What follows belongs to an exercise in optimizing a design on an open flow for small area and a short achievable clock period; a production flow would make more cautious choices. At most, simulation tests tie the RTL to the original design; equivalence was not proved. The RTL of runs 1, 2 and 5 to 8 was laid out without a check of its function. The clock port is modelled as an ideal driver; clocking choices that lean on that would not hold on a real chip.

==> design/flow/design.v <==
module fir_filter_top #(
    parameter WIDTH = 16,
    parameter TAPS = 8,
    parameter COEFF_SUM = 20
) (
    input wire clk,
    input wire rst,
    input wire signed [WIDTH-1:0] x_in,
    output wire signed [WIDTH+3:0] y_out_raw,
    output wire signed [WIDTH+3:0] y_out
);
    function [5:0] dstep(input [4:0] r, input b);
        begin
            dstep[5] = r[3] | r[4] | (r[2] & b);
            dstep[0] = b ? r[2] : r[0];
            dstep[1] = b ? r[0] : r[3];
            dstep[2] = b ? r[3] : r[1];
            dstep[3] = b ? r[1] : r[4];
            dstep[4] = b ? r[4] : r[2];
        end
    endfunction
    reg signed [15:0] xh [0:2];    
    reg signed [17:0] t;           
    reg signed [17:0] bh [0:5];    
    wire [17:0] tx0 = {{2{xh[0][15]}}, xh[0]};
    wire [17:0] tx1 = {{2{xh[1][15]}}, xh[1]};
    wire [17:0] tx2 = {{2{xh[2][15]}}, xh[2]};
    wire [17:0] ta_s = tx0 ^ tx1 ^ tx2;
    wire [17:0] ta_c = (tx0 & tx1) | (tx0 & tx2) | (tx1 & tx2);
    wire [17:0] tsum = ta_s + {ta_c[16:0], 1'b0};
    wire [17:0] bsum = tx0 + t;
    integer i;
    always @(posedge clk or posedge rst) begin
        if (rst) begin
            for (i = 0; i < 3; i = i + 1) xh[i] <= 16'sd0;
            t <= 18'd0;
            for (i = 0; i < 6; i = i + 1) bh[i] <= 18'd0;
        end else begin
            xh[0] <= x_in;
            for (i = 1; i < 3; i = i + 1) xh[i] <= xh[i-1];
            t <= tsum;
            bh[0] <= bsum;
            for (i = 1; i < 6; i = i + 1) bh[i] <= bh[i-1];
        end
    end
    reg signed [19:0] s2, s1, yraw;
    wire [19:0] sa_x = s2;
    wire [19:0] sa_y = {{2{bh[0][17]}}, bh[0]};
    wire [19:0] sa_z = ~{{2{bh[5][17]}}, bh[5]};
    wire [19:0] sa_s = sa_x ^ sa_y ^ sa_z;
    wire [19:0] sa_c = (sa_x & sa_y) | (sa_x & sa_z) | (sa_y & sa_z);
    wire [19:0] snext = sa_s + {sa_c[18:0], 1'b1};
    always @(posedge clk or posedge rst) begin
        if (rst) begin
            s2 <= 20'sd0;
            s1 <= 20'sd0;
            yraw <= 20'sd0;
        end else begin
            s2 <= snext;
            s1 <= s2;
            yraw <= s1;
        end
    end
    localparam SPLIT = 8;
    reg [4:0] ra [0:SPLIT];
    reg [SPLIT-1:0] qa;
    reg [5:0] ta;
    integer ka;
    always @(*) begin
        case (s2[19:18])
            2'b00:   ra[0] = 5'b00001;   
            2'b01:   ra[0] = 5'b00010;   
            2'b10:   ra[0] = 5'b01000;   
            default: ra[0] = 5'b10000;   
        endcase
        for (ka = 0; ka < SPLIT; ka = ka + 1) begin
            ta = dstep(ra[ka], s2[17-ka]);
            qa[SPLIT-1-ka] = ta[5];
            ra[ka+1] = ta[4:0];
        end
    end
    reg [SPLIT-1:0] qh;
    reg [4:0] rh;
    always @(posedge clk or posedge rst) begin
        if (rst) begin
            qh <= {SPLIT{1'b0}};
            rh <= 5'b00001;
        end else begin
            qh <= qa;
            rh <= ra[SPLIT];
        end
    end
    reg [4:0] rb [SPLIT:16];
    reg [15-SPLIT:0] qb;
    reg [5:0] tb;
    integer kb;
    always @(*) begin
        rb[SPLIT] = rh;
        for (kb = SPLIT; kb < 16; kb = kb + 1) begin
            tb = dstep(rb[kb], s1[17-kb]);
            qb[15-kb] = tb[5];
            rb[kb+1] = tb[4:0];
        end
    end
    wire inc = s1[19] & ((|s1[1:0]) | ~rb[16][0]);
    wire [15:0] q = {qh, qb} + {15'd0, inc};
    reg [15:0] ydiv;
    always @(posedge clk or posedge rst) begin
        if (rst) ydiv <= 16'd0;
        else     ydiv <= q;
    end
    assign y_out_raw = yraw;
    assign y_out = {{4{ydiv[15]}}, ydiv};
endmodule
==> design/flow/flow/run.sh <==
#!/bin/bash
# The standard layout flow, with small port buffers and a clock tree
# built from one buffer type, without dummy loads.
set -euo pipefail
bash standard.sh \
  "BUFFER_PORTS_ARGS=-buffer_cell sky130_fd_sc_hd__buf_1" \
  "CTS_ARGS=-sink_clustering_enable -repair_clock_nets -buf_list sky130_fd_sc_hd__clkbuf_16 -dont_use_dummy_load" \
  finish > standard.log 2>&1
==> design/flow/standard.sh <==
#!/bin/bash
# synth_recipe.tcl (not shown) runs the flow's synth.tcl, then flattens the netlist and writes it again
# the make line also repeats each setting of config.mk as NAME=value (left out here)
make -C /OpenROAD-flow-scripts/flow DESIGN_CONFIG=/design/flow/config.mk WORK_HOME=/design/flow/orfs CLKGATE_MAP_FILE= SYNTH_SCRIPT=/design/flow/synth_recipe.tcl "${@:-finish}"
==> design/flow/config.mk <==
export PLATFORM = sky130hd
export DESIGN_NAME = fir_filter_top
export DESIGN_NICKNAME = fir_filter_top
export VERILOG_FILES = /design/flow/design.v
export SDC_FILE = /design/flow/constraint.sdc
export NUM_CORES = 4
export LEC_CHECK = 0
export ABC_AREA = 1
export CAP_MARGIN = 20
export CORE_MARGIN = 2
export CORE_UTILIZATION = 40
export SLEW_MARGIN = 20
==> design/flow/constraint.sdc <==
create_clock -name core_clock -period 10.0 [get_ports {clk}]
set_input_delay 2.0000 -clock core_clock [delete_from_list [all_inputs] [get_ports {clk}]]
set_output_delay 2.0000 -clock core_clock [all_outputs]
set_load 0.01 [all_outputs]
==> results_dict.tcl, run 1 <==
set metrics [dict create \
    syn_to_final_growth_pct 11.9 \
    start_kind "input port" \
    syn_nets 1120 \
    clockRootBuffer "clkbuf_16" \
    hold_slack_ns 0.338 \
    hold-path-cell-count 0 \
    r2r_end "ydiv[14]$_DFF_PP0_" \
    row_count 61 \
    worst_slew_pin_slew_ns 0.961 \
    arrival_ns 3.63 \
    nets 1202 \
    rsz0062_at_grt "no" \
    min-delay-path-class "register to register" \
    die_h_um 172 \
    die_area_mm2 0.0297 \
    synthSimpleGateAreaFrac 0.136 \
    track_usage 0.129 \
    cts_tree "yes" \
    routed_wl_um 17700 \
    cap_violations 0 \
    synth_top_family_by_area "simple AND/OR/NAND/NOR gates" \
    required_ns 10.50 \
    core_area_mm2 0.0279 \
    finalHoldViolCount 0 \
    cts_setup_buffers 0 \
    async_reset_ff_frac 1.00 \
    cts_buffers 27 \
    synth_xor_area_frac 0.0478 \
    end_kind "async pin" \
    skew_ns 0.0227 \
    grt_pass1_wl_um 31100 \
    wl_per_cell_um 12.1 \
    setup_viol 0 \
    viasPerCell 4.62 \
    fin_crit_ns 3.13 \
    rr_startpoint "s1[9]$_DFF_PP0_" \
    postCtsHoldBufs 0 \
    yosys_warnings 5 \
    initial_utilization 0.408 \
    cts_sinks 263 \
    reg2regPathDepth 18 \
    antenna_found_initial 0 \
    fin_util 0.456 \
    grt_pass1_vias 6902 \
    cts-resized-gates 0 \
    drtPass1Iterations 4 \
    min_from "bh[4][3]$_DFF_PP0_" \
    ys_ff_latch 263 \
    crit_start "rst" \
    synth_cells 1011 \
    portBuffers 57 \
    n_antenna_cell 0 \
    clk_latency_ns 0.52 \
    holdPathEnd "bh[5][3]$_DFF_PP0_" \
    finalCritPeriodShare 0.313 \
    syn_area_per_cell_um2 11.2 \
    route.detailed.drc 0 \
    slew_violations 0 \
    synth_compound_area_frac 0.0631 \
    netlist_area_mm2 0.0114 \
    setup_slack_ns 6.87 \
    ys_seq_area_frac 0.580 \
    synthMuxAreaShare 0 \
    hpwlAfterDp_um 13200 \
    synth-edff-count 0 \
    io_pins 58 \
    relSlewSlack 0.359 \
    synthAdderAreaFrac 0.125 \
    place_congestion 0.846 \
    crit_type "input port to async pin" \
    vias 6791 \
    fmax_ghz 0.319 \
    status "finished clean" \
    dp_slack_ns 6.22 \
    cts.clk_slew.worst_paths_ns 0.06 \
    setup_tns_ns 0 \
    floorplan.die.width_um 172 \
    grt_max_degree 116 \
    cts.path.max_buffers 3 \
    drtIter0Drc 363 \
    layout-drive-gt1-share 0.0577 \
    h-tree-depth 1 \
    yosysUniqueCellTypes 45 \
    synth_ff_type "dfrtp_1" \
    rrSetupSlack_ns 6.99 \
    ant_nets 0 \
    critPathMaxFanout 115 \
    grt_overflow 0 \
]
-- layer usage --
| layer | GRT usage | wire length (µm) | up-vias |
|---|---|---|---|
| li1 | - | - | 3432 |
| met1 | 0.168 | 8190 | 3197 |
| met2 | 0.217 | 8270 | 119 |
| met3 | 0.0224 | 670 | 43 |
| met4 | 0.0460 | 576 | 0 |
| met5 | 0 | 0 | - |
-- cell usage in the layout (no fill, tap or decap), types with 3 or more instances in the layout --
cell type and count:
dfrtp_1 262, nand2_1 169, inv_1 129, nand3_1 92, buf_1 57, a21oi_1 53
ha_1 53, xor2_1 38, fa_1 38, o21ai_0 29, clkbuf_16 27, nor2_1 26
xnor2_1 24, nand4_1 10, nand3_2 10, nor3_1 7, o21ai_1 7, o211ai_1 6
a31oi_1 5, nand2_2 5, o2111ai_1 4, inv_2 3, a21o_1 3, nor2_4 3
o31ai_1 3
-- how the worst max path moves through the flow --
stage,end,cells after the start
after floorplan,bh[0][0]$_DFF_PP0_,1
after global placement,ydiv[15]$_DFF_PP0_,3
after detailed placement,yraw[17]$_DFF_PP0_,3
after CTS,qh[2]$_DFF_PP0_,3
after global routing,ydiv[1]$_DFF_PP0_,3
final,yraw[19]$_DFF_PP0_,3
-- Yosys cell counts (2+ instances only) --
| library cell | count | area [µm²] |
|---|---|---|
| a21boi_0 | 2 | 15.0 |
| a21boi_1 | 2 | 15.0 |
| a21o_1 | 3 | 22.5 |
| a21oi_1 | 53 | 265 |
| a31oi_1 | 5 | 31.3 |
| buf_4 | 4 | 30.0 |
| dfrtp_1 | 262 | 6560 |
| fa_1 | 38 | 761 |
| ha_1 | 53 | 663 |
| inv_1 | 130 | 488 |
| inv_2 | 3 | 11.3 |
| nand2_1 | 169 | 634 |
| nand2_2 | 5 | 31.3 |
| nand2_4 | 2 | 22.5 |
| nand3_1 | 92 | 460 |
| nand3_2 | 10 | 100 |
| nand4_1 | 10 | 62.6 |
| nor2_1 | 26 | 97.6 |
| nor2_2 | 2 | 12.5 |
| nor2_4 | 3 | 33.8 |
| nor3_1 | 7 | 35.0 |
| o2111ai_1 | 4 | 35.0 |
| o211ai_1 | 6 | 45.0 |
| o21ai_0 | 29 | 145 |
| o21ai_1 | 7 | 35.0 |
| o21ai_2 | 2 | 17.5 |
| o21bai_1 | 2 | 15.0 |
| o31ai_1 | 3 | 22.5 |
| xnor2_1 | 24 | 210 |
| xor2_1 | 38 | 333 |
-- critical path, cell delays in order --
cell   delay (ns)
buf_1        0.13
inv_8        0.53
buf_4        0.84
-- logic make-up (layout without fill, tap and decap cells) --
group / count (synthesis) / count (layout)
AO/OA/AOI/OAI: 123 / 123
XOR/XNOR: 62 / 62
adder cells (fa/ha/maj): 91 / 91
buffers and inverters: 140 / 220
flip-flops: 263 / 263
AND/OR/NAND/NOR: 332 / 332
-- flip-flops by register name (all words and copies together), names as in the netlist --
register	count
qh	8
t	18
ydiv	16
bh	108
rh	5
xh	48
yraw	20
s1	20
s2	20
-- layout make-up --
type / count / area (µm²)
clock buffers: 27 / 676
fillers: 2571 / 15200
inverters: 134 / 510
multi-input cells: 608 / 4230
flip-flops and latches: 263 / 6580
well taps: 378 / 473
repair buffers: 59 / 229
-- stage by stage --
step           instances  instance area, µm²
6_report            1469               12700
5_1_grt             1469               12700
4_1_cts             1469               12700
3_5_place_dp        1442               12000
3_3_place_gp        1442               12000
2_1_floorplan       1011               11400
==> inputs of run 2 (changes only) <==
==> design/flow/flow/run.sh (replaced) <==
#!/bin/bash
# The standard layout flow, with small port buffers and a clock tree
# built from one buffer type, without dummy loads.
set -euo pipefail
bash standard.sh \
  "BUFFER_PORTS_ARGS=-buffer_cell sky130_fd_sc_hd__buf_1" \
  "CTS_ARGS=-sink_clustering_enable -repair_clock_nets -buf_list sky130_fd_sc_hd__clkbuf_8 -sink_clustering_size 20 -sink_clustering_max_diameter 80 -dont_use_dummy_load" \
  finish > standard.log 2>&1
==> run 2 against run 1 <==
Against the previous run:
- synthesized cell count stayed put
- sequential cell count unchanged
- routed wire length is 0.37% lower
- register-to-register slack worse by 0.03 ns
- cell count down 0.68%
- non-clock buffer count is the same
- critical path type unchanged
- critical endpoint is now ydiv[0]$_DFF_PP0_
==> results_dict.tcl, run 2 <==
set metrics [dict create \
    ant_nets 0 \
    initial_utilization 0.408 \
    drtIter0Drc 365 \
    portBuffers 57 \
    synth_cells 1011 \
    crit_path_cell_trace "buf_1 -> inv_8 -> buf_4" \
    crit_path_max_incr_delay_ns 0.84 \
    grt_max_degree 116 \
    core_area_mm2 0.0279 \
    setup_viol 0 \
    ys_seq_area_frac 0.580 \
    viasPerCell 4.61 \
    relSlewSlack 0.368 \
    cts_tree "yes" \
    synth_top_area_share 0.577 \
    min-delay-path-class "register to register" \
    finalHoldViolCount 0 \
    arrival_ns 3.62 \
    status "finished clean" \
    slowest_stage "buf_4" \
    n_antenna_cell 0 \
    finalInstanceArea_mm2 0.0123 \
    start_kind "input port" \
    netlist_area_mm2 0.0114 \
    drtPass1Iterations 5 \
    cts.clk_slew.worst_paths_ns 0.12 \
    critPathTopFamily "buffers and inverters" \
    top_regs "bh x108, xh x48" \
    largest_reg_flops 108 \
    required_ns 10.51 \
    h-tree-depth 1 \
    cts_sinks 263 \
    nets 1192 \
    dp_slack_ns 6.22 \
    route.detailed.drc 0 \
    clockRootBuffer "clkbuf_8" \
    syn_nets 1120 \
    ys_ff_latch 263 \
    io_pins 58 \
    antenna_found_initial 0 \
    fmax_ghz 0.322 \
    syn_to_final_growth_pct 7.97 \
    postCtsHoldBufs 0 \
    synth_ff_type "dfrtp_1" \
    layout_commonest_cell "dfrtp_1" \
    layout.cells.non_filler 1459 \
    row_count 61 \
    placed_area_mm2 0.0120 \
    path_buf_inv 3 \
    track_usage 0.128 \
    cts.path.max_buffers 3 \
    worst_slew_pin_slew_ns 0.948 \
    finalCritPeriodShare 0.311 \
    rrSetupSlack_ns 6.96 \
    cts-resized-gates 0 \
    hpwlAfterDp_um 13200 \
    fin_crit_ns 3.11 \
    critPathMaxFanout 115 \
    place_congestion 0.846 \
    clk_latency_ns 0.54 \
    yosys-top-cells-area "dfrtp_1 58%, fa_1 6.7%, ha_1 5.8%, nand2_1 5.6%, inv_1 4.3%" \
    regMostFlops "bh" \
    setup_slack_ns 6.89 \
    yosys_warnings 5 \
    routed_wl_um 17700 \
    cts_buffers 17 \
    setup_tns_ns 0 \
    layout_common_cells "262 x dfrtp_1, 169 x nand2_1, 129 x inv_1, 92 x nand3_1, 57 x buf_1" \
    layout-drive-gt1-share 0.0490 \
    cts_setup_buffers 0 \
    slew_violations 0 \
    yosys-top-cells-count "262 x dfrtp_1, 169 x nand2_1, 130 x inv_1" \
    synth-edff-count 0 \
    skew_ns 0.0361 \
    die_h_um 172 \
    yosysTopAreaCell "dfrtp_1" \
    die_area_mm2 0.0297 \
    floorplan.die.width_um 172 \
    grt_pass1_wl_um 30800 \
    rsz0062_at_grt "no" \
    crit_type "input port to async pin" \
    wl_per_cell_um 12.1 \
    synth.most_common_cell "dfrtp_1" \
    grt_pass1_vias 6812 \
    async_reset_ff_frac 1.00 \
    syn_area_per_cell_um2 11.2 \
    end_kind "async pin" \
    yosysUniqueCellTypes 45 \
    vias 6732 \
    cap_violations 0 \
    hold_slack_ns 0.350 \
    placed_cells 1442 \
    grt_overflow 0 \
]
## run 2: cell counts after synthesis
Identical to the previous run, type by type.
## run 2: final timing paths
| check | startpoint | end | cells past startpoint |
|---|---|---|---|
| max in group core_clock | ydiv[15]$_DFF_PP0_ | y_out[17] | 1 |
| hold reg to reg | bh[1][8]$_DFF_PP0_ | bh[2][8]$_DFF_PP0_ | 0 |
| hold / removal | bh[1][8]$_DFF_PP0_ | bh[2][8]$_DFF_PP0_ | 0 |
| setup / recovery | rst | ydiv[0]$_DFF_PP0_ | 3 |
| min in group asynchronous | rst | xh[1][2]$_DFF_PP0_ | 2 |
| setup reg to reg | s1[9]$_DFF_PP0_ | ydiv[14]$_DFF_PP0_ | 18 |
## run 2: per-stage QoR
stage,utilization
finish,0.440
floorplan,-
global route,0.440
global placement,0.432
detailed placement,0.432
CTS,0.440
## run 2: layout make-up
cell class,instances,area [µm²]
Clock buffer,17,234
Fill cell,2616,15600
Inverter,134,510
Multi-Input combinational cell,608,4230
Sequential cell,263,6580
Tap cell,378,473
Timing Repair Buffer,59,229
## run 2: cells by family (layout without fill, tap and decap cells)
family / after synthesis / in the layout / synth area share
AND/OR/NAND/NOR: 332 / 332 / 0.136
buffers and inverters: 140 / 210 / 0.0477
XOR/XNOR: 62 / 62 / 0.0478
flip-flops: 263 / 263 / 0.580
adder cells (fa/ha/maj): 91 / 91 / 0.125
AO/OA/AOI/OAI: 123 / 123 / 0.0631
## run 2: metal layers
layer / share of wire / GRT usage
met5: 0 / 0
met4: 0.034 / 0.0438
met3: 0.035 / 0.0183
met2: 0.46 / 0.215
met1: 0.48 / 0.170
==> inputs of run 3 (changes only) <==
--- a/design/flow/design.v
+++ b/design/flow/design.v
@@ -21,7 +21,8 @@
     endfunction
     reg signed [15:0] xh [0:2];    
     reg signed [17:0] t;           
-    reg signed [17:0] bh [0:5];    
+    reg signed [17:0] bh [0:4];    
+    reg [17:0] bn5;                
     wire [17:0] tx0 = {{2{xh[0][15]}}, xh[0]};
     wire [17:0] tx1 = {{2{xh[1][15]}}, xh[1]};
     wire [17:0] tx2 = {{2{xh[2][15]}}, xh[2]};
@@ -34,19 +35,21 @@
         if (rst) begin
             for (i = 0; i < 3; i = i + 1) xh[i] <= 16'sd0;
             t <= 18'd0;
-            for (i = 0; i < 6; i = i + 1) bh[i] <= 18'd0;
+            for (i = 0; i < 5; i = i + 1) bh[i] <= 18'd0;
+            bn5 <= {18{1'b1}};
         end else begin
             xh[0] <= x_in;
             for (i = 1; i < 3; i = i + 1) xh[i] <= xh[i-1];
             t <= tsum;
             bh[0] <= bsum;
-            for (i = 1; i < 6; i = i + 1) bh[i] <= bh[i-1];
+            for (i = 1; i < 5; i = i + 1) bh[i] <= bh[i-1];
+            bn5 <= ~bh[4];
         end
     end
     reg signed [19:0] s2, s1, yraw;
     wire [19:0] sa_x = s2;
     wire [19:0] sa_y = {{2{bh[0][17]}}, bh[0]};
-    wire [19:0] sa_z = ~{{2{bh[5][17]}}, bh[5]};
+    wire [19:0] sa_z = {{2{bn5[17]}}, bn5};
     wire [19:0] sa_s = sa_x ^ sa_y ^ sa_z;
     wire [19:0] sa_c = (sa_x & sa_y) | (sa_x & sa_z) | (sa_y & sa_z);
     wire [19:0] snext = sa_s + {sa_c[18:0], 1'b1};
==> design/flow/flow/run.sh (replaced) <==
#!/bin/bash
# The standard layout flow, with small port buffers and a clock tree
# built from one buffer type, without dummy loads.
set -euo pipefail
bash standard.sh \
  "BUFFER_PORTS_ARGS=-buffer_cell sky130_fd_sc_hd__buf_1" \
  "CTS_ARGS=-sink_clustering_enable -repair_clock_nets -buf_list sky130_fd_sc_hd__clkbuf_8 -sink_clustering_size 16 -sink_clustering_max_diameter 80 -dont_use_dummy_load" \
  finish > standard.log 2>&1
==> run 3 against run 2 <==
Against the previous run:
- area after synthesis decreased by 1.2%
- routed wire length shrank 2.1%
- sequential cell count stayed put
- maximum frequency rose by 1.8%
- worst setup slack better by 0.056 ns
- highest routed layer unchanged
- still clean
- largest cell class unchanged
- sequential share of layout area is 0.58 points higher
- clock skew decreased by 0.014 ns
- critical endpoint is now y_out[18]
- count of clock-buffer cells in the layout grew 3
==> results_dict.tcl, run 3 <==
set metrics [dict create \
    status "finished clean" \
    regMostFlops "bh" \
    synth_cells 967 \
    rsz0062_at_grt "no" \
    vias 6657 \
    crit_path_max_incr_delay_ns 0.39 \
    yosys-top-cells-area "dfrtp_1 54%, fa_1 6.8%, ha_1 5.9%, nand2_1 5.9%, dfstp_2 4.5%" \
    rr_startpoint "s1[9]$_DFF_PP0_" \
    cap_violations 0 \
    crit_type "register to output port" \
    routed_wl_um 17300 \
    crit_cells 1 \
    critPathMaxFanout 5 \
    yosysTopAreaCell "dfrtp_1" \
    h-tree-depth 1 \
    slew_violations 0 \
    yosys-top-cells-count "244 x dfrtp_1, 175 x nand2_1, 94 x nand3_1" \
    core_area_mm2 0.0277 \
    arrival_ns 1.05 \
    initial_utilization 0.405 \
    hpwlAfterDp_um 12800 \
    fmax_ghz 0.327 \
    row_count 61 \
    relSlewSlack 0.477 \
    reg2regPathDepth 20 \
    cts_tree "yes" \
    ys_ff_latch 263 \
    layout_common_cells "244 x dfrtp_1, 175 x nand2_1, 94 x nand3_1, 84 x inv_1, 57 x buf_1" \
    cts.path.max_buffers 3 \
    syn_nets 1076 \
    ys_seq_area_frac 0.589 \
    end_kind "output port" \
    crit_start "ydiv[15]$_DFF_PP0_" \
    synth_compound_area_frac 0.0607 \
    drtIter0Drc 279 \
    synth_xor_area_frac 0.0484 \
    top_regs "bh x90, xh x48" \
    grt_overflow 0 \
    die_area_mm2 0.0294 \
    route.detailed.drc 0 \
    required_ns 8.00 \
    synthMuxAreaShare 0 \
    antenna_found_initial 0 \
    setup_tns_ns 0 \
    cts_sinks 263 \
    skew_ns 0.0224 \
    finalHoldViolCount 0 \
    path_buf_inv 1 \
    synth_top_area_share 0.544 \
    fin_crit_ns 3.05 \
    n_antenna_cell 0 \
    nets 1151 \
    slowest_stage "dfrtp_1" \
    rrSetupSlack_ns 7.04 \
    syn_area_per_cell_um2 11.6 \
    cts_buffers 20 \
    cts.clk_slew.worst_paths_ns 0.09 \
    ant_nets 0 \
    synthSimpleGateAreaFrac 0.143 \
    grt_pass1_vias 6601 \
    finalCritPeriodShare 0.305 \
    wl_per_cell_um 12.2 \
    finalInstanceArea_mm2 0.0122 \
    yosysUniqueCellTypes 43 \
    layout-drive-gt1-share 0.0692 \
    endpoint "y_out[18]" \
    cts-resized-gates 0 \
    r2r_end "ydiv[14]$_DFF_PP0_" \
    track_usage 0.125 \
    start_kind "register" \
    clk_latency_ns 0.53 \
    synth-edff-count 0 \
    syn_to_final_growth_pct 8.48 \
    async_reset_ff_frac 1.00 \
    grt_max_degree 125 \
    cts_setup_buffers 0 \
    io_pins 58 \
    crit_path_cell_trace "buf_1" \
    floorplan.die.width_um 171 \
    synthAdderAreaFrac 0.127 \
    portBuffers 57 \
    dp_slack_ns 6.11 \
    synth_ff_type "dfrtp_1" \
    largest_reg_flops 90 \
    drtPass1Iterations 5 \
    worst_slew_pin_slew_ns 0.784 \
    grt_pass1_wl_um 30000 \
    die_h_um 171 \
    synth.most_common_cell "dfrtp_1" \
    clockRootBuffer "clkbuf_8" \
    setup_slack_ns 6.95 \
    setup_viol 0 \
    critPathTopFamily "flip-flops" \
    viasPerCell 4.69 \
    synth_top_family_by_area "simple AND/OR/NAND/NOR gates" \
    yosys_warnings 5 \
    placed_area_mm2 0.0119 \
    place_congestion 0.865 \
    postCtsHoldBufs 0 \
    layout_commonest_cell "dfrtp_1" \
    min-delay-path-class "register to register" \
    netlist_area_mm2 0.0112 \
]
-- run 3: changes by cell type in the layout (fill, tap and decap cells not counted), moves of 3 or more --
cell | before | now
a21oi_1 | 53 | 50
nand4_1 | 10 | 13
nand2_1 | 169 | 175
dfrtp_1 | 262 | 244
dfstp_2 | 1 | 19
clkbuf_8 | 17 | 20
inv_1 | 129 | 84
o21ai_0 | 29 | 24
-- run 3: logic make-up after synthesis --
| family | after synthesis |
|---|---|
| simple gates | 344 |
| flops | 263 |
| compound gates | 115 |
| buf+inv | 92 |
| fa+ha+maj | 91 |
| xor+xnor | 62 |
-- run 3: metal layers --
metal | global-route usage | share of wire | vias to the layer above
met4 | 0.0494 | 0.040 | 0
met3 | 0.0184 | 0.033 | 39
met5 | 0 | 0 | -
met2 | 0.211 | 0.46 | 133
li1 | - | - | 3329
met1 | 0.164 | 0.46 | 3156
-- run 3: cell type report --
cell class / count / area [µm²]
fill: 2561 / 15500
tap: 378 / 473
sequential: 263 / 6610
multi-input combinational: 612 / 4250
inverter: 86 / 330
timing repair buffer: 59 / 233
clock buffer: 20 / 275
-- run 3: worst min path at each step --
stage | start | to | slack, ns | cells past startpoint
4_1_cts | bh[2][0]$_DFF_PP0_ | bh[3][0]$_DFF_PP0_ | 0.35 | 0
2_1_floorplan | bh[1][0]$_DFF_PP0_ | bh[2][0]$_DFF_PP0_ | 0.33 | 0
6_report | bh[2][0]$_DFF_PP0_ | bh[3][0]$_DFF_PP0_ | 0.34 | 0
5_1_grt | s1[13]$_DFF_PP0_ | yraw[13]$_DFF_PP0_ | 0.35 | 0
3_5_place_dp | bh[1][6]$_DFF_PP0_ | bh[2][6]$_DFF_PP0_ | 0.33 | 0
3_3_place_gp | bh[2][1]$_DFF_PP0_ | bh[3][1]$_DFF_PP0_ | 0.33 | 0
-- run 3: stage by stage --
step | hold WS [ns] | cells | utilization
6_report | 0.345 | 1418 | 0.439
5_1_grt | 0.353 | 1418 | 0.439
4_1_cts | 0.352 | 1418 | 0.439
3_5_place_dp | 0.335 | 1398 | 0.429
3_3_place_gp | 0.331 | 1398 | 0.429
2_1_floorplan | 0.331 | 967 | -
==> inputs of run 4 (changes only) <==
==> design/flow/flow/run.sh (replaced) <==
#!/bin/bash
# The standard layout flow, with small port buffers, a clock tree built
# from one buffer type without dummy loads, and after CTS a setup repair that
# aims for a 3.05 ns period (the SDC keeps the design's 10 ns clock).
set -euo pipefail
bash standard.sh \
  "BUFFER_PORTS_ARGS=-buffer_cell sky130_fd_sc_hd__buf_1" \
  "CTS_ARGS=-sink_clustering_enable -repair_clock_nets -buf_list sky130_fd_sc_hd__clkbuf_8 -sink_clustering_size 16 -sink_clustering_max_diameter 80 -dont_use_dummy_load" \
  "POST_CTS_TCL=$PWD/flow/post_cts.tcl" \
  finish > standard.log 2>&1
==> design/flow/flow/post_cts.tcl (new file) <==
estimate_parasitics -placement
repair_timing -setup -setup_margin 6.95 -repair_tns 100
detailed_placement
==> run 4 against run 3 <==
Against the previous run:
- maximum frequency is essentially flat
- sequential share of layout area is essentially flat
- clock skew is essentially flat
- still clean on timing, DRC and antenna
- critical endpoint is now y_out[15]
- count of clock-buffer cells in the layout is the same
- worst setup slack lost 0.0011 ns
==> results_dict.tcl, run 4 <==
set metrics [dict create \
    status "finished clean" \
    die_h_um 171 \
    async_reset_ff_frac 1.00 \
    setup_viol 0 \
    route.detailed.drc 0 \
    grt_max_degree 125 \
    path_buf_inv 1 \
    yosys_warnings 5 \
    clk_latency_ns 0.53 \
    layout-drive-gt1-share 0.0740 \
    core_area_mm2 0.0277 \
    yosys-top-cells-count "244 x dfrtp_1, 175 x nand2_1, 94 x nand3_1" \
    slew_violations 0 \
    yosysTopAreaCell "dfrtp_1" \
    netlist_area_mm2 0.0112 \
    antenna_found_initial 0 \
    fin_crit_ns 3.06 \
    viasPerCell 4.71 \
    grt_overflow 0 \
    critPathTopFamily "flip-flops" \
    multi_input_area_mm2 0.00425 \
    rsz0062_at_grt "no" \
    n_antenna_cell 0 \
    finalCritPeriodShare 0.306 \
    fmax_ghz 0.327 \
    floorplan.die.width_um 171 \
    layout_commonest_cell "dfrtp_1" \
    routed_wl_um 17300 \
    relSlewSlack 0.477 \
    min-delay-path-class "register to register" \
    layout_common_cells "244 x dfrtp_1, 175 x nand2_1, 94 x nand3_1, 84 x inv_1, 53 x ha_1" \
    cts_tree "yes" \
    cts.clk_slew.worst_paths_ns 0.09 \
    nets 1151 \
    synth_cells 967 \
    ys_seq_area_frac 0.589 \
    syn_nets 1076 \
    crit_type "register to output port" \
    regMostFlops "bh" \
    slowest_stage "dfrtp_1" \
    start_kind "register" \
    cap_violations 0 \
    cts_sinks 263 \
    io_pins 58 \
    arrival_ns 1.06 \
    yosysUniqueCellTypes 43 \
    ys_ff_latch 263 \
    setup_tns_ns 0 \
    synth-edff-count 0 \
    finalHoldViolCount 0 \
    required_ns 8.00 \
    layout.cells.non_filler 1418 \
    crit_path_max_incr_delay_ns 0.40 \
    wl_per_cell_um 12.2 \
    worst_slew_pin_slew_ns 0.784 \
    synth.most_common_cell "dfrtp_1" \
    drtIter0Drc 293 \
    ant_nets 0 \
    critPathMaxFanout 5 \
    largest_reg_flops 90 \
    hpwlAfterDp_um 12800 \
    drtPass1Iterations 5 \
    crit_path_cell_trace "buf_1" \
    yosys-top-cells-area "dfrtp_1 54%, fa_1 6.8%, ha_1 5.9%, nand2_1 5.9%, dfstp_2 4.5%" \
    row_count 61 \
    grt_pass1_vias 6593 \
    place_congestion 0.865 \
    synth_ff_type "dfrtp_1" \
    initial_utilization 0.405 \
    synth_top_area_share 0.544 \
    syn_area_per_cell_um2 11.6 \
    placed_cells 1398 \
    end_kind "output port" \
    rrSetupSlack_ns 7.04 \
    nFillCells 2557 \
    regArea_mm2 0.00661 \
    portBuffers 57 \
    top_regs "bh x90, xh x48" \
    track_usage 0.125 \
    die_area_mm2 0.0294 \
    grt_pass1_wl_um 30000 \
    vias 6676 \
    skew_ns 0.0229 \
    syn_to_final_growth_pct 8.53 \
]
run 4: logic make-up after synthesis:
logic type      after synthesis  synth area share
compound gates              115            0.0607
buf+inv                      92            0.0321
simple gates                344             0.143
flops                       263             0.589
xor+xnor                     62            0.0484
fa+ha+maj                    91             0.127
run 4: area by class of cell:
class,count,share of cell area
repair buffers,59,0.0196
multi-input cells,612,0.349
flip-flops and latches,263,0.543
inverters,86,0.0271
clock buffers,20,0.0226
well taps,378,0.0388
run 4: per-layer routing:
layer  routed length [µm]  GRT usage  vias up
li1                     -          -     3326
met4                  692     0.0486        0
met5                    0          0        -
met3                  620     0.0184       41
met2                 8020      0.211      148
met1                 7970      0.165     3161
run 4: stage by stage:
| stage | hold slack, ns | area, µm² | util | setup slack, ns |
|---|---|---|---|---|
| 6_report | 0.345 | 12200 | 0.439 | 6.94 |
| 5_1_grt | 0.353 | 12200 | 0.439 | 6.60 |
| 3_5_place_dp | 0.335 | 11900 | 0.429 | 6.11 |
| 3_3_place_gp | 0.331 | 11900 | 0.429 | 6.15 |
| 2_1_floorplan | 0.331 | 11200 | - | 0.791 |
run 4: final timing paths:
kind                                    start            endpoint  cells past startpoint
max in group asynchronous                 rst  yraw[10]$_DFF_PP0_                      3
max reg2reg                   s1[9]$_DFF_PP0_  ydiv[14]$_DFF_PP0_                     20
min reg2reg                bh[2][0]$_DFF_PP0_  bh[3][0]$_DFF_PP0_                      0
max                        ydiv[15]$_DFF_PP0_           y_out[15]                      1
min                        bh[2][0]$_DFF_PP0_  bh[3][0]$_DFF_PP0_                      0
min in group asynchronous                 rst  xh[2][4]$_DFF_PP0_                      2
==> inputs of run 5 (changes only) <==
--- a/design/flow/design.v
+++ b/design/flow/design.v
@@ -1,3 +1,45 @@
+module fir_cpa #(parameter N = 18) (
+    input wire [N-1:0] a,
+    input wire [N-1:0] b,
+    output wire [N-1:0] s
+);
+    localparam integer M = (N + 1) / 2;                  
+    localparam integer TOP = (M > 1) ? (1 << ($clog2(M) - 1)) : 1;
+    reg [N-1:0] g, p;
+    reg [M-1:0] pg, pp;   
+    reg [N:0] c;          
+    integer d, i, k;
+    always @(*) begin
+        g = a & b;
+        p = a ^ b;
+        for (k = 0; k < M; k = k + 1)
+            if (2 * k + 1 < N) begin
+                pg[k] = g[2*k+1] | (p[2*k+1] & g[2*k]);
+                pp[k] = p[2*k+1] & p[2*k];
+            end else begin
+                pg[k] = g[2*k];
+                pp[k] = p[2*k];
+            end
+        for (d = 1; d < M; d = d * 2)
+            for (k = 2 * d - 1; k < M; k = k + 2 * d) begin
+                pg[k] = pg[k] | (pp[k] & pg[k-d]);
+                pp[k] = pp[k] & pp[k-d];
+            end
+        for (d = TOP; d >= 1; d = d / 2)
+            for (k = 3 * d - 1; k < M; k = k + 2 * d) begin
+                pg[k] = pg[k] | (pp[k] & pg[k-d]);
+                pp[k] = pp[k] & pp[k-d];
+            end
+        c = {(N+1){1'b0}};
+        c[1] = g[0];
+        for (k = 0; 2 * k + 2 <= N; k = k + 1)
+            c[2*k+2] = pg[k];
+        for (i = 2; i < N; i = i + 2)
+            c[i+1] = g[i] | (p[i] & (g[i-1] | (p[i-1] & g[i-2])))
+                   | (p[i] & p[i-1] & p[i-2] & c[i-2]);
+    end
+    assign s = p ^ c[N-1:0];
+endmodule
 module fir_filter_top #(
     parameter WIDTH = 16,
     parameter TAPS = 8,
@@ -28,8 +70,9 @@
     wire [17:0] tx2 = {{2{xh[2][15]}}, xh[2]};
     wire [17:0] ta_s = tx0 ^ tx1 ^ tx2;
     wire [17:0] ta_c = (tx0 & tx1) | (tx0 & tx2) | (tx1 & tx2);
-    wire [17:0] tsum = ta_s + {ta_c[16:0], 1'b0};
-    wire [17:0] bsum = tx0 + t;
+    wire [17:0] tsum, bsum;
+    fir_cpa #(.N(18)) t_add (.a(ta_s), .b({ta_c[16:0], 1'b0}), .s(tsum));
+    fir_cpa #(.N(18)) b_add (.a(tx0), .b(t), .s(bsum));
     integer i;
     always @(posedge clk or posedge rst) begin
         if (rst) begin
@@ -52,7 +95,8 @@
     wire [19:0] sa_z = {{2{bn5[17]}}, bn5};
     wire [19:0] sa_s = sa_x ^ sa_y ^ sa_z;
     wire [19:0] sa_c = (sa_x & sa_y) | (sa_x & sa_z) | (sa_y & sa_z);
-    wire [19:0] snext = sa_s + {sa_c[18:0], 1'b1};
+    wire [19:0] snext;
+    fir_cpa #(.N(20)) s_add (.a(sa_s), .b({sa_c[18:0], 1'b1}), .s(snext));
     always @(posedge clk or posedge rst) begin
         if (rst) begin
             s2 <= 20'sd0;
==> design/flow/flow/run.sh (replaced) <==
#!/bin/bash
# The standard layout flow, with small port buffers and a clock tree
# built from one buffer type, without dummy loads.
set -euo pipefail
bash standard.sh \
  "BUFFER_PORTS_ARGS=-buffer_cell sky130_fd_sc_hd__buf_1" \
  "CTS_ARGS=-sink_clustering_enable -repair_clock_nets -buf_list sky130_fd_sc_hd__clkbuf_8 -sink_clustering_size 16 -sink_clustering_max_diameter 80 -dont_use_dummy_load" \
  finish > standard.log 2>&1
removed: design/flow/flow/post_cts.tcl
==> run 5 against run 4 <==
Against the previous run:
- still clean on timing, DRC and antenna
- sequential cell count is the same
- die area fell by 3.1%
- via count fell by 7.5%
- sequential share of layout area up 1.9 points
- maximum frequency shrank 1.0%
- count of clock-buffer cells in the layout unchanged
- worst setup slack got worse by 0.032 ns
- routed wire length down 9.7%
- design area is 3.5% lower
- cell count down 6.4%
- critical endpoint is now s2[15]$_DFF_PP0_
==> results_dict.tcl, run 5 <==
set metrics [dict create \
    rrSetupSlack_ns 6.99 \
    hpwlAfterDp_um 11300 \
    ys_ff_latch 263 \
    portBuffers 57 \
    h-tree-depth 1 \
    slowest_stage "buf_4" \
    placed_cells 1307 \
    die_h_um 169 \
    rsz0062_at_grt "no" \
    crit_path_cell_trace "buf_1 -> inv_8 -> buf_4" \
    io_pins 58 \
    setup_tns_ns 0 \
    routed_wl_um 15600 \
    finalHoldViolCount 0 \
    end_kind "async pin" \
    status "finished clean" \
    layout.cells.non_filler 1327 \
    crit_type "input port to async pin" \
    yosysTopAreaCell "dfrtp_1" \
    nets 1097 \
    cts-resized-gates 0 \
    vias 6173 \
    grt_pass1_wl_um 27800 \
    grt_overflow 0 \
    endpoint "s2[15]$_DFF_PP0_" \
    viasPerCell 4.65 \
    core_area_mm2 0.0268 \
    min-delay-path-class "register to register" \
    layout-drive-gt1-share 0.0710 \
    layout_commonest_cell "dfrtp_1" \
    yosysUniqueCellTypes 39 \
    setup_viol 0 \
    worst_slew_pin_slew_ns 0.921 \
    cts_buffers 20 \
    r2r_end "ydiv[10]$_DFF_PP0_" \
    floorplan.die.width_um 169 \
    grt_pass1_vias 6166 \
    yosys-top-cells-count "244 x dfrtp_1, 167 x nand2_1, 99 x inv_1" \
    synth_ff_type "dfrtp_1" \
    wl_per_cell_um 11.8 \
    cts.path.max_buffers 3 \
    place_congestion 0.811 \
    route.detailed.drc 0 \
    syn_to_final_growth_pct 8.24 \
    slew_violations 0 \
    cts_tree "yes" \
    row_count 60 \
    antenna_found_initial 0 \
    ys_seq_area_frac 0.608 \
    relSlewSlack 0.386 \
    arrival_ns 3.58 \
    yosys-top-cells-area "dfrtp_1 56%, fa_1 7.4%, ha_1 5.9%, nand2_1 5.8%, dfstp_2 4.6%" \
    drtPass1Iterations 4 \
    drtIter0Drc 221 \
    syn_area_per_cell_um2 11.9 \
    start_kind "input port" \
    crit_path_max_incr_delay_ns 0.85 \
    postCtsHoldBufs 0 \
    track_usage 0.117 \
    cts_setup_buffers 0 \
    required_ns 10.49 \
    syn_nets 1023 \
    top_regs "bh x90, xh x48" \
    clockRootBuffer "clkbuf_8" \
    layout_common_cells "244 x dfrtp_1, 167 x nand2_1, 98 x inv_1, 97 x nand3_1, 57 x buf_1" \
    reg2regPathDepth 19 \
    largest_reg_flops 90 \
    rr_startpoint "s1[9]$_DFF_PP0_" \
    synth.most_common_cell "dfrtp_1" \
    skew_ns 0.0664 \
    cap_violations 0 \
    async_reset_ff_frac 1.00 \
    finalCritPeriodShare 0.309 \
    die_area_mm2 0.0285 \
    grt_max_degree 111 \
    regMostFlops "bh" \
    synth-edff-count 0 \
    critPathMaxFanout 110 \
    cts_sinks 263 \
    clk_latency_ns 0.54 \
    fin_util 0.439 \
    synth_top_area_share 0.562 \
    cts.clk_slew.worst_paths_ns 0.09 \
    netlist_area_mm2 0.0109 \
    initial_utilization 0.405 \
    finalInstanceArea_mm2 0.0118 \
    fin_crit_ns 3.09 \
    synth_cells 914 \
    placed_area_mm2 0.0115 \
    n_antenna_cell 0 \
    yosys_warnings 7 \
    ant_nets 0 \
    fmax_ghz 0.324 \
    crit_start "rst" \
]
run 5: cell types whose count changed in the layout (fill, tap and decap cells not counted), moves of 5 or more:
| cell | before | now |
|---|---|---|
| a21oi_1 | 50 | 37 |
| buf_1 | 52 | 57 |
| clkbuf_2 | 5 | 0 |
| inv_1 | 84 | 98 |
| nand2_1 | 175 | 167 |
| nor2_1 | 28 | 21 |
| o211ai_1 | 7 | 2 |
| o21ai_0 | 24 | 10 |
| xor2_1 | 39 | 27 |
run 5: critical path, delay by kind of cell:
family,cells,cell delay (ns)
buffers and inverters,3,1.51
run 5: cell type report:
class / instances / area (µm²)
fill: 2456 / 15000
sequential: 263 / 6610
multi-input combinational: 542 / 3830
tap: 341 / 427
inverter: 102 / 390
clock buffer: 20 / 275
timing repair buffer: 59 / 229
run 5: stage by stage:
step / hold WS, ns / worst slack [ns]
5_1_grt: 0.353 / 6.62
3_3_place_gp: 0.332 / 6.28
4_1_cts: 0.351 / 6.81
2_1_floorplan: 0.331 / 0.791
6_report: 0.344 / 6.91
3_5_place_dp: 0.335 / 6.25
run 5: layer usage:
layer	part of all wire	track usage
met5	0	0
met4	0.029	0.0427
met3	0.040	0.0206
met2	0.45	0.188
met1	0.48	0.162
run 5: cells by family (layout without fill, tap and decap cells):
group | after synthesis | in the layout | synth area share
XOR/XNOR | 52 | 52 | 0.0419
AND/OR/NAND/NOR | 333 | 333 | 0.143
adder cells (fa/ha/maj) | 91 | 91 | 0.133
AO/OA/AOI/OAI | 66 | 66 | 0.0347
buffers and inverters | 109 | 181 | 0.0393
flip-flops | 263 | 263 | 0.608
run 5: worst min-delay path by stage:
stage | start | to | slack [ns] | depth (start not counted)
floorplan | bh[1][0]$_DFF_PP0_ | bh[2][0]$_DFF_PP0_ | 0.33 | 0
global placement | bh[1][5]$_DFF_PP0_ | bh[2][5]$_DFF_PP0_ | 0.33 | 0
detailed placement | bh[2][17]$_DFF_PP0_ | bh[3][17]$_DFF_PP0_ | 0.33 | 0
CTS | bh[1][16]$_DFF_PP0_ | bh[2][16]$_DFF_PP0_ | 0.35 | 0
global route | bh[3][10]$_DFF_PP0_ | bh[4][10]$_DFF_PP0_ | 0.35 | 0
finish | bh[1][16]$_DFF_PP0_ | bh[2][16]$_DFF_PP0_ | 0.34 | 0
==> inputs of run 6 (changes only) <==
==> design/flow/flow/run.sh (replaced) <==
#!/bin/bash
# The standard layout flow, with small port buffers, a clock tree built
# from one buffer type without dummy loads, and after CTS a setup repair that
# aims for a 3.05 ns period (the SDC keeps the design's 10 ns clock).
set -euo pipefail
bash standard.sh \
  "BUFFER_PORTS_ARGS=-buffer_cell sky130_fd_sc_hd__buf_1" \
  "CTS_ARGS=-sink_clustering_enable -repair_clock_nets -buf_list sky130_fd_sc_hd__clkbuf_8 -sink_clustering_size 16 -sink_clustering_max_diameter 80 -dont_use_dummy_load" \
  "POST_CTS_TCL=$PWD/flow/post_cts.tcl" \
  finish > standard.log 2>&1
==> design/flow/flow/post_cts.tcl (new file) <==
estimate_parasitics -placement
repair_timing -setup -setup_margin 7.0 -repair_tns 100
detailed_placement
==> run 6 against run 5 <==
Against the previous run:
- count of clock-buffer cells in the layout stayed put
- synthesized cell count did not move
- highest routed layer unchanged
- still clean
- first-iteration DRC count increased by 12%
- sequential share of layout area is 0.13 points lower
- cell count is the same
- non-clock buffer count unchanged
- register-to-register slack improved by 0.09 ns
==> results_dict.tcl, run 6 <==
set metrics [dict create \
    hold_slack_ns 0.344 \
    core_area_mm2 0.0268 \
    viasPerCell 4.66 \
    multi_input_area_mm2 0.00383 \
    yosysUniqueCellTypes 39 \
    layout_common_cells "243 x dfrtp_1, 167 x nand2_1, 98 x inv_1, 97 x nand3_1, 51 x ha_1" \
    r2r_end "ydiv[10]$_DFF_PP0_" \
    arrival_ns 1.04 \
    cts_sinks 263 \
    drtIter0Drc 247 \
    grt_pass1_vias 6166 \
    route.detailed.drc 0 \
    critPathMaxFanout 5 \
    ys_ff_latch 263 \
    crit_path_cell_trace "buf_1" \
    ant_nets 0 \
    setup_viol 0 \
    synth_top_area_share 0.562 \
    largest_reg_flops 90 \
    min-delay-path-class "register to register" \
    hold-path-cell-count 0 \
    track_usage 0.117 \
    slowest_stage "dfrtp_1" \
    synth-edff-count 0 \
    slew_violations 0 \
    regMostFlops "bh" \
    netlist_area_mm2 0.0109 \
    yosys_warnings 7 \
    initial_utilization 0.405 \
    cap_violations 0 \
    crit_type "register to output port" \
    wl_per_cell_um 11.8 \
    relSlewSlack 0.503 \
    required_ns 8.00 \
    layout_commonest_cell "dfrtp_1" \
    syn_area_per_cell_um2 11.9 \
    clk_latency_ns 0.54 \
    critPathTopFamily "flip-flops" \
    grt_pass1_wl_um 27800 \
    layout-drive-gt1-share 0.0882 \
    synth.most_common_cell "dfrtp_1" \
    nFillCells 2450 \
    min_from "bh[1][16]$_DFF_PP0_" \
    layout.cells.non_filler 1327 \
    antenna_found_initial 0 \
    path_buf_inv 1 \
    fmax_ghz 0.329 \
    floorplan.die.width_um 169 \
    cts_tree "yes" \
    cts.clk_slew.worst_paths_ns 0.09 \
    die_h_um 169 \
    holdPathEnd "bh[2][16]$_DFF_PP0_" \
    syn_nets 1023 \
    grt_max_degree 111 \
    top_regs "bh x90, xh x48" \
    fin_crit_ns 3.04 \
    reg2regPathDepth 19 \
    start_kind "register" \
    grt_overflow 0 \
    finalCritPeriodShare 0.304 \
    routed_wl_um 15600 \
    portBuffers 57 \
    setup_tns_ns 0 \
    regArea_mm2 0.00661 \
    vias 6188 \
    finalHoldViolCount 0 \
    rsz0062_at_grt "no" \
    place_congestion 0.811 \
    yosysTopAreaCell "dfrtp_1" \
    yosys-top-cells-count "244 x dfrtp_1, 167 x nand2_1, 99 x inv_1" \
    ys_seq_area_frac 0.608 \
    yosys-top-cells-area "dfrtp_1 56%, fa_1 7.4%, ha_1 5.9%, nand2_1 5.8%, dfstp_2 4.6%" \
    die_area_mm2 0.0285 \
    rrSetupSlack_ns 7.08 \
    end_kind "output port" \
    async_reset_ff_frac 1.00 \
    placed_cells 1307 \
    n_antenna_cell 0 \
    synth_cells 914 \
    rr_startpoint "s1[9]$_DFF_PP0_" \
    drtPass1Iterations 4 \
    io_pins 58 \
    skew_ns 0.0664 \
    crit_path_max_incr_delay_ns 0.40 \
    worst_slew_pin_slew_ns 0.746 \
    nets 1097 \
    syn_to_final_growth_pct 8.50 \
    hpwlAfterDp_um 11300 \
    status "finished clean" \
    synth_ff_type "dfrtp_1" \
    row_count 60 \
]
run 6: cell count changes in the layout (fill, tap and decap cells not counted), sizes merged:
cell	before	now
clkbuf	20	36
buf	59	43
run 6: per-layer routing:
layer	global-route usage	wire length, µm	up-vias
met3	0.0206	630	30
li1	-	-	3073
met5	0	0	-
met4	0.0427	442	0
met2	0.188	7010	122
met1	0.162	7540	2963
run 6: logic make-up (layout without fill, tap and decap cells):
group / Yosys count / count (layout) / synth area share
simple gates: 333 / 333 / 0.143
xor+xnor: 52 / 52 / 0.0419
buf+inv: 109 / 181 / 0.0393
compound gates: 66 / 66 / 0.0347
flops: 263 / 263 / 0.608
fa+ha+maj: 91 / 91 / 0.133
run 6: worst max-delay path by stage:
stage,from,endpoint,slack (ns),cells past startpoint
floorplan,rst,bh[0][0]$_DFF_PP0_,0.79,1
global placement,rst,bh[1][5]$_DFF_PP0_,6.28,3
detailed placement,rst,bh[0][4]$_DFF_PP0_,6.25,3
global route,s1[9]$_DFF_PP0_,ydiv[10]$_DFF_PP0_,6.72,19
finish,ydiv[15]$_DFF_PP0_,y_out[15],6.96,1
run 6: layout make-up:
| cell class | instances | share of cell area |
|---|---|---|
| timing repair buffer | 59 | 0.0218 |
| tap | 341 | 0.0362 |
| multi-input combinational | 542 | 0.325 |
| inverter | 102 | 0.0331 |
| clock buffer | 20 | 0.0234 |
| sequential | 263 | 0.561 |
run 6: per-stage QoR:
step                      setup slack (ns)  instance area [µm²]   util
after floorplan                      0.791                10900      -
after global placement                6.28                11500  0.428
after detailed placement              6.25                11500  0.428
after global routing                  6.72                11800  0.440
final                                 6.96                11800  0.440
==> inputs of run 7 (changes only) <==
--- a/design/flow/design.v
+++ b/design/flow/design.v
@@ -150,7 +150,28 @@
         end
     end
     wire inc = s1[19] & ((|s1[1:0]) | ~rb[16][0]);
-    wire [15:0] q = {qh, qb} + {15'd0, inc};
+    wire [15:0] fq = {qh, qb};
+    wire [3:0] nib_ones = {&fq[15:12], &fq[11:8], &fq[7:4], &fq[3:0]};
+    wire [3:0] nib_c = {inc & nib_ones[0] & nib_ones[1] & nib_ones[2],
+                        inc & nib_ones[0] & nib_ones[1], inc & nib_ones[0], inc};
+    wire [15:0] cy;
+    assign cy[0] = nib_c[0];
+    assign cy[1] = nib_c[0] & fq[0];
+    assign cy[2] = nib_c[0] & fq[0] & fq[1];
+    assign cy[3] = nib_c[0] & fq[0] & fq[1] & fq[2];
+    assign cy[4] = nib_c[1];
+    assign cy[5] = nib_c[1] & fq[4];
+    assign cy[6] = nib_c[1] & fq[4] & fq[5];
+    assign cy[7] = nib_c[1] & fq[4] & fq[5] & fq[6];
+    assign cy[8] = nib_c[2];
+    assign cy[9] = nib_c[2] & fq[8];
+    assign cy[10] = nib_c[2] & fq[8] & fq[9];
+    assign cy[11] = nib_c[2] & fq[8] & fq[9] & fq[10];
+    assign cy[12] = nib_c[3];
+    assign cy[13] = nib_c[3] & fq[12];
+    assign cy[14] = nib_c[3] & fq[12] & fq[13];
+    assign cy[15] = nib_c[3] & fq[12] & fq[13] & fq[14];
+    wire [15:0] q = fq ^ cy;
     reg [15:0] ydiv;
     always @(posedge clk or posedge rst) begin
         if (rst) ydiv <= 16'd0;
==> run 7 against run 6 <==
Against the previous run:
- cell count is 5.4% lower
- design area is 1.8% lower
- routed wire length is 7.1% lower
- still clean on timing, DRC and antenna
- synthesized cell count is 7.3% lower
==> results_dict.tcl, run 7 <==
set metrics [dict create \
    yosysUniqueCellTypes 35 \
    path_buf_inv 1 \
    fin_crit_ns 3.07 \
    floorplan.die.width_um 167 \
    yosysTopAreaCell "dfrtp_1" \
    async_reset_ff_frac 1.00 \
    layout_commonest_cell "dfrtp_1" \
    core_area_mm2 0.0261 \
    relSlewSlack 0.481 \
    route.detailed.drc 0 \
    ant_nets 0 \
    syn_area_per_cell_um2 12.6 \
    min-delay-path-class "register to register" \
    io_pins 58 \
    antenna_found_initial 0 \
    end_kind "output port" \
    track_usage 0.112 \
    setup_tns_ns 0 \
    fmax_ghz 0.326 \
    arrival_ns 1.07 \
    row_count 59 \
    place_congestion 0.813 \
    ys_seq_area_frac 0.619 \
    initial_utilization 0.408 \
    synth_top_area_share 0.573 \
    rsz0062_at_grt "no" \
    nFillCells 2441 \
    layout-drive-gt1-share 0.105 \
    cap_violations 0 \
    hold_slack_ns 0.323 \
    crit_type "register to output port" \
    cts.clk_slew.worst_paths_ns 0.09 \
    synth_cells 847 \
    clk_latency_ns 0.53 \
    portBuffers 57 \
    synth-edff-count 0 \
    yosys-top-cells-area "dfrtp_1 57%, fa_1 7.5%, ha_1 7.2%, nand2_1 5.0%, dfstp_2 4.7%" \
    routed_wl_um 14500 \
    drtPass1Iterations 15 \
    critPathMaxFanout 5 \
    drtIter0Drc 239 \
    ys_ff_latch 263 \
    largest_reg_flops 90 \
    grt_overflow 0 \
    yosys_warnings 7 \
    skew_ns 0.0309 \
    syn_nets 966 \
    synth.most_common_cell "dfrtp_1" \
    finalCritPeriodShare 0.307 \
    slew_violations 0 \
    cts_sinks 263 \
    crit_path_max_incr_delay_ns 0.40 \
    die_h_um 167 \
    grt_pass1_vias 5590 \
    start_kind "register" \
    setup_viol 0 \
    required_ns 8.00 \
    netlist_area_mm2 0.0107 \
    yosys-top-cells-count "244 x dfrtp_1, 141 x nand2_1, 80 x inv_1" \
    crit_path_cell_trace "buf_1" \
    slowest_stage "dfrtp_1" \
    layout_common_cells "244 x dfrtp_1, 141 x nand2_1, 79 x inv_1, 68 x nand3_1, 61 x ha_1" \
    worst_slew_pin_slew_ns 0.778 \
    status "finished clean" \
    n_antenna_cell 0 \
    regMostFlops "bh" \
    finalHoldViolCount 0 \
    top_regs "bh x90, xh x48" \
    critPathTopFamily "flip-flops" \
    wl_per_cell_um 11.6 \
    viasPerCell 4.59 \
    vias 5761 \
    syn_to_final_growth_pct 8.50 \
    nets 1041 \
    hpwlAfterDp_um 10500 \
    grt_pass1_wl_um 26100 \
    synth_ff_type "dfrtp_1" \
    grt_max_degree 106 \
    cts_tree "yes" \
    die_area_mm2 0.0280 \
]
run 7: kinds of logic (layout without fill, tap and decap cells):
group,Yosys count,after routing,synth area share
fa+ha+maj,101,101,0.147
simple gates,264,264,0.113
flops,263,263,0.619
buf+inv,91,164,0.0341
xor+xnor,50,50,0.0411
mux,1,1,0.000939
compound gates,77,77,0.0444
run 7: layout make-up:
| class | instances | area (µm²) | area share |
|---|---|---|---|
| clock buffer | 20 | 275 | 0.0238 |
| inverter | 85 | 327 | 0.0282 |
| sequential | 263 | 6610 | 0.571 |
| multi-input combinational | 493 | 3690 | 0.319 |
| timing repair buffer | 59 | 249 | 0.0215 |
| tap | 335 | 419 | 0.0362 |
run 7: path summary, 6_finish.rpt:
check / endpoint / depth (start not counted) / slack (ns) / startpoint
worst max register to register: s2[18]$_DFF_PP0_ / 17 / 7.17 / bn5[1]$_DFF_PP1_
worst min-delay path: bh[4][17]$_DFF_PP0_ / 0 / 0.32 / bh[3][17]$_DFF_PP0_
min in group asynchronous: xh[1][8]$_DFF_PP0_ / 2 / 1.61 / rst
worst min register to register: bh[4][17]$_DFF_PP0_ / 0 / 0.32 / bh[3][17]$_DFF_PP0_
worst max-delay path: y_out[18] / 1 / 6.93 / ydiv[15]$_DFF_PP0_
max in group asynchronous: bh[1][17]$_DFF_PP0_ / 3 / 7.11 / rst
run 7: per-stage QoR:
step	std cells	util	cell area [µm²]	setup slack, ns
after floorplan	847	-	10700	0.791
after global placement	1235	0.431	11300	6.18
after detailed placement	1235	0.431	11300	6.13
after global routing	1255	0.443	11600	6.81
final	1255	0.443	11600	6.93
run 7: per-layer routing:
metal  track usage  routed length (µm)  part of all wire
met3        0.0189                 460             0.032
met5             0                   0                 0
met2         0.171                6370              0.44
met4        0.0363                 382             0.026
met1         0.166                7300              0.50
==> inputs of run 8 (changes only) <==
--- a/design/flow/config.mk
+++ b/design/flow/config.mk
@@ -8,5 +8,5 @@
 export ABC_AREA = 1
 export CAP_MARGIN = 20
 export CORE_MARGIN = 2
-export CORE_UTILIZATION = 40
+export CORE_UTILIZATION = 65
 export SLEW_MARGIN = 20
==> run 8 against run 7 <==
Against the previous run:
- synthesized cell count unchanged
- largest cell class unchanged
- worst setup slack worse by 0.016 ns
- highest routed layer unchanged
==> results_dict.tcl, run 8 <==
set metrics [dict create \
    status "finished clean" \
    grt_pass1_wl_um 27600 \
    routed_wl_um 15600 \
    crit_path_cell_trace "buf_1" \
    busiest_layer "met2" \
    hpwlAfterDp_um 11400 \
    layout.cells.non_filler 1136 \
    cap_violations 0 \
    layout_commonest_cell "dfrtp_1" \
    grt_pass1_vias 6244 \
    drtIter0Drc 377 \
    setup_slack_ns 6.92 \
    yosys_warnings 7 \
    viasPerCell 5.31 \
    dp_slack_ns 6.29 \
    start_kind "register" \
    netlist_area_mm2 0.0107 \
    grt_max_degree 114 \
    finalCritPeriodShare 0.308 \
    syn_nets 966 \
    place_congestion 0.833 \
    clk_latency_ns 0.53 \
    cts.clk_slew.worst_paths_ns 0.10 \
    die_area_mm2 0.0174 \
    ant_nets 0 \
    n_antenna_cell 0 \
    fin_util 0.716 \
    grt_overflow 0 \
    critPathMaxFanout 5 \
    end_kind "output port" \
    largest_reg_flops 90 \
    relSlewSlack 0.519 \
    fin_crit_ns 3.08 \
    synth-edff-count 0 \
    skew_ns 0.0314 \
    min-delay-path-class "register to register" \
    grtUsageMet2 0.329 \
    crit_type "register to output port" \
    synth.most_common_cell "dfrtp_1" \
    hold_slack_ns 0.328 \
    placed_cells 1116 \
    slew_violations 0 \
    path_buf_inv 1 \
    layout_common_cells "244 x dfrtp_1, 141 x nand2_1, 79 x inv_1, 68 x nand3_1, 61 x ha_1" \
    slowest_stage "dfrtp_1" \
    fmax_ghz 0.325 \
    rsz0062_at_grt "no" \
    critPathTopFamily "flip-flops" \
    worst_slew_pin_slew_ns 0.722 \
    wl_per_cell_um 13.8 \
    io_pins 58 \
    cts_sinks 263 \
    layout-drive-gt1-share 0.102 \
    die_h_um 132 \
    async_reset_ff_frac 1.00 \
    setup_viol 0 \
    nFillCells 1079 \
    route.detailed.drc 0 \
    top_regs "bh x90, xh x48" \
    synth_ff_type "dfrtp_1" \
    nets 1041 \
    syn_area_per_cell_um2 12.6 \
    vias 6032 \
    arrival_ns 1.08 \
    required_ns 8.00 \
    yosysTopAreaCell "dfrtp_1" \
    floorplan.die.width_um 132 \
    drtPass1Iterations 8 \
    yosys-top-cells-count "244 x dfrtp_1, 141 x nand2_1, 80 x inv_1" \
    crit_path_max_incr_delay_ns 0.39 \
    met3_usage 0.0292 \
    grtUsageMet1 0.259 \
    track_usage 0.193 \
    ys_seq_area_frac 0.619 \
    cts_tree "yes" \
    yosys-top-cells-area "dfrtp_1 57%, fa_1 7.5%, ha_1 7.2%, nand2_1 5.0%, dfstp_2 4.7%" \
    setup_tns_ns 0 \
    synth_cells 847 \
    finalHoldViolCount 0 \
    regMostFlops "bh" \
    yosysUniqueCellTypes 35 \
    portBuffers 57 \
    syn_to_final_growth_pct 7.10 \
    row_count 46 \
    initial_utilization 0.669 \
    core_area_mm2 0.0159 \
    synth_top_area_share 0.573 \
    antenna_found_initial 0 \
    ys_ff_latch 263 \
]
==> run 8: cell counts after synthesis <==
Identical to the previous run, type by type.
==> run 8: path summary, 6_finish.rpt <==
path | start | end | slack [ns] | cells after the start
max | ydiv[15]$_DFF_PP0_ | y_out[19] | 6.92 | 1
min | bh[4][8]$_DFF_PP0_ | bn5[8]$_DFF_PP1_ | 0.33 | 1
max reg2reg | bn5[3]$_DFF_PP1_ | s2[15]$_DFF_PP0_ | 7.12 | 18
min reg2reg | bh[4][8]$_DFF_PP0_ | bn5[8]$_DFF_PP1_ | 0.33 | 1
max in group asynchronous | rst | yraw[0]$_DFF_PP0_ | 7.23 | 3
min in group asynchronous | rst | xh[0][8]$_DFF_PP0_ | 1.61 | 2
==> run 8: layout make-up <==
| class | count | area [µm²] | area share |
|---|---|---|---|
| inverter | 85 | 327 | 0.0286 |
| timing repair buffer | 59 | 249 | 0.0218 |
| tap | 216 | 270 | 0.0237 |
| sequential | 263 | 6610 | 0.578 |
| clock buffer | 20 | 275 | 0.0241 |
| multi-input combinational | 493 | 3690 | 0.323 |
==> run 8: worst reg2reg max path: stages, from the launching register on <==
cell and delay [ns]:
dfstp_2 0.54, fa_1 0.38, ha_1 0.34, nand3_1 0.08, nand2_1 0.13, nand3_1 0.09
nand2_1 0.13, nand2_1 0.08, a21oi_2 0.20, nand3_1 0.09, nand2_1 0.13, nand2_1 0.09
nand2_2 0.10, nand3_1 0.08, nand2_1 0.12, nand2_1 0.08, nand2_1 0.07, nand2_1 0.06
nand2_1 0.06
==> run 8: through the flow <==
stage	cell area [µm²]
after floorplan	10700
after global placement	11100
after detailed placement	11100
after global routing	11400
final	11400
==> run 8: per-layer routing <==
metal	wire [µm]	vias up
met5	0	-
met4	304	0
met3	712	28
met2	7820	167
met1	6800	2973
li1	-	2864
==> run 8: logic make-up after synthesis <==
| logic type | count (synthesis) | synth area share |
|---|---|---|
| AOI/OAI and AO/OA | 77 | 0.0444 |
| xor gates and xnor gates | 50 | 0.0411 |
| and+or+nand+nor | 264 | 0.113 |
| buffers and inverters | 91 | 0.0341 |
| adders and majority gates | 101 | 0.147 |
| DFF | 263 | 0.619 |
| muxes | 1 | 0.000939 |

## separate check: timing with driven ports
The results above use ideal ports. As a check the final layouts listed here were re-extracted and re-timed, cells and wires unchanged.
Step 1 (the two cells are an assumption about what drives the block):
set clk [get_ports {clk}]
set_driving_cell -lib_cell sky130_fd_sc_hd__clkbuf_16 $clk
set_driving_cell -lib_cell sky130_fd_sc_hd__buf_2 [delete_from_list [all_inputs] $clk]
Step 2 adds t to the input delays and takes it off the output delays; t is the mean of the earliest and latest rising clock arrival at the registers after step 1. Input paths then give back, and output paths get back, about the clock's delay inside the block.
Slacks: no drivers / after step 1 / after step 2; pairs: no drivers / after step 1.
run	t, ns	setup WS [ns]	worst register clock-pin slew, ns	worst slew at a driven data input, ns
run 1	0.556	6.869 / 6.893 / 6.337	0.06 / 0.06	0.03
run 2	0.557	6.890 / 6.893 / 6.351	0.12 / 0.12	0.03
run 3	0.548	6.946 / 6.908 / 6.567	0.10 / 0.10	0.04
run 4	0.548	6.945 / 6.907 / 6.561	0.10 / 0.10	0.04
run 5	0.550	6.913 / 6.924 / 6.384	0.10 / 0.10	0.03
run 6	0.550	6.964 / 6.922 / 6.671	0.10 / 0.10	0.03
run 7	0.557	6.934 / 6.893 / 6.578	0.10 / 0.10	0.04
run 8	0.556	6.918 / 6.879 / 6.699	0.10 / 0.10	0.03
After both steps every run listed still meets setup and hold. For run 2, which loses most, drivers alone change the setup slack by +0.003 ns; drivers and shift together by -0.539 ns. The worst setup slack also covers recovery checks on asynchronous resets.
